From an optimization exercise on the open Yosys and OpenROAD flow, aimed at small area and a short achievable clock period; shortcuts taken in it are not production practice.
Only simulation tests tie the RTL to the original design; equivalence was not proved.

== rev 12 ==
==> flow/design.v (excerpt) <==
module ntt4point(
    input clk, rst,
    input [15:0] in0, in1, in2, in3,
    output [15:0] out0, out1, out2, out3
);
For scale: roughly 2,900 cells after synthesis, ~52 flip-flops, ~130 I/O pins.
==> flow/config.mk <==
export PLATFORM = sky130hd
export DESIGN_NAME = ntt4point
export DESIGN_NICKNAME = ntt4point
export VERILOG_FILES = /design/flow/design.v
export SDC_FILE = /design/flow/constraint.sdc
export NUM_CORES = 4
export LEC_CHECK = 0
export ABC_AREA = 1
export CAP_MARGIN = 20
export CORE_MARGIN = 2
export CORE_UTILIZATION = 40
export SLEW_MARGIN = 20
==> flow/constraint.sdc <==
create_clock -name core_clock -period 65.0 [get_ports {clk}]
set_input_delay 13.0000 -clock core_clock [delete_from_list [all_inputs] [get_ports {clk}]]
set_output_delay 13.0000 -clock core_clock [all_outputs]
set_load 0.01 [all_outputs]
standard.sh (not shown) runs the stock make flow with config.mk's settings and CLKGATE_MAP_FILE= SYNTH_SCRIPT=/design/flow/synth_recipe.tcl, a recipe that flattens the netlist after the stock synthesis.
==> flow/flow/run.sh <==
#!/bin/bash
set -euo pipefail
bash standard.sh ADDER_MAP_FILE= finish > flow_make.log 2>&1
Rev 12 finished end to end and its layout was clean on timing, DRC and antenna.
Edits applied to the flow inputs when going from rev 12 to rev 13:
# rev 12
export LEC_CHECK = 0
export ABC_AREA = 1
export CAP_MARGIN = 20
export CORE_MARGIN = 2
export CORE_UTILIZATION = 40
export SLEW_MARGIN = 20
create_clock -name core_clock -period 65.0 [get_ports {clk}]
# rev 13
export LEC_CHECK = 0
export ABC_AREA = 1
export CAP_MARGIN = 20
export CORE_MARGIN = 2
export CORE_UTILIZATION = 75
export SLEW_MARGIN = 20
create_clock -name core_clock -period 65.0 [get_ports {clk}]
==> flow/flow/run.sh <==
#!/bin/bash
set -euo pipefail
bash standard.sh ADDER_MAP_FILE= BUFFER_PORTS_ARGS="-buffer_cell sky130_fd_sc_hd__buf_1" finish > flow_make.log 2>&1
==> summary.txt <==
Compared to rev 12, rev 13 has register share of the cell area 0.37 points higher. From rev 12 to rev 13, total of hold buffers inserted after clock tree synthesis did not move at all. On boundary pin count, rev 13 and rev 12 are basically level. Upper clock frequency limit went up slightly going from rev 12 to rev 13. Diff rev 12 -> rev 13 | layout overhead on the synthesized area | decrease of 6.1 points. When the final numbers for rev 13 and rev 12 were put side by side, the last weighted congestion value of the routability-driven placer turned out to be greater in rev 13. Worst hold margin for rev 13 is lower than for rev 12. Clock distribution area overhead in the final layout: rev 12 vs rev 13, no meaningful difference.

---

Setup of v9:
ntt4point again, from the RTL that the note above started with.
==> flow/config.mk <==
export PLATFORM = sky130hd
export DESIGN_NAME = ntt4point
export DESIGN_NICKNAME = ntt4point
export VERILOG_FILES = /design/flow/design.v
export SDC_FILE = /design/flow/constraint.sdc
export NUM_CORES = 4
export LEC_CHECK = 0
export ABC_AREA = 1
export CAP_MARGIN = 20
export CORE_MARGIN = 2
export CORE_UTILIZATION = 40
export SLEW_MARGIN = 20
==> flow/constraint.sdc <==
create_clock -name core_clock -period 65.0 [get_ports {clk}]
set_input_delay 13.0000 -clock core_clock [delete_from_list [all_inputs] [get_ports {clk}]]
set_output_delay 13.0000 -clock core_clock [all_outputs]
set_load 0.01 [all_outputs]
==> flow/flow/run.sh <==
#!/bin/bash
set -euo pipefail
bash standard.sh ADDER_MAP_FILE= BUFFER_PORTS_ARGS="-buffer_cell sky130_fd_sc_hd__buf_2" finish > flow_make.log 2>&1
--- input diff v9..v36 ---
==> flow/flow/run.sh <==
#!/bin/bash
set -euo pipefail
bash standard.sh ADDER_MAP_FILE= BUFFER_PORTS_ARGS="-buffer_cell sky130_fd_sc_hd__buf_1" finish > flow_make.log 2>&1
### Flow results
v36 vs v9: via count of the first global-routing pass up slightly. Going from v9 to v36, cell area shrank slightly. Effective utilization at floorplan: v36 vs v9 — no meaningful difference. Changes observed in v36 relative to v9: cell count level.

afterwards: timing with drivers on the ports:
In the flow no input, the clock included, has a driving cell. The finished layouts below were timed again as built, in two steps. Step 1 assumes that a clkbuf_16 drives the clock port and a buf_2 every other input. Step 2 times the ports against the registers' clock, not the clock port: input delays grow and output delays shrink by t, the midpoint of the rising clock arrivals with the driver on. Slacks: ideal ports / drivers / drivers and shift; pairs: ideal ports / drivers.
run | shift t [ns] | setup slack, ns | hold WS [ns] | latest minus earliest clock arrival (ns) | worst slew at a driven data input, ns
rev 12 | 0.354 | 43.637 / 43.591 / 43.945 | 13.449 / 13.432 / 13.786 | 0.008 / 0.008 | 0.04
rev 13 | 0.329 | 43.906 / 43.866 / 44.195 | 13.190 / 13.170 / 13.499 | 0.008 / 0.008 | 0.07
v9 | 0.344 | 44.162 / 44.117 / 44.460 | 13.121 / 13.097 / 13.441 | 0.011 / 0.011 | 0.11
v36 | 0.346 | 44.062 / 44.016 / 44.362 | 13.112 / 13.097 / 13.443 | 0.012 / 0.012 | 0.10
After both steps every run listed still meets setup and hold.
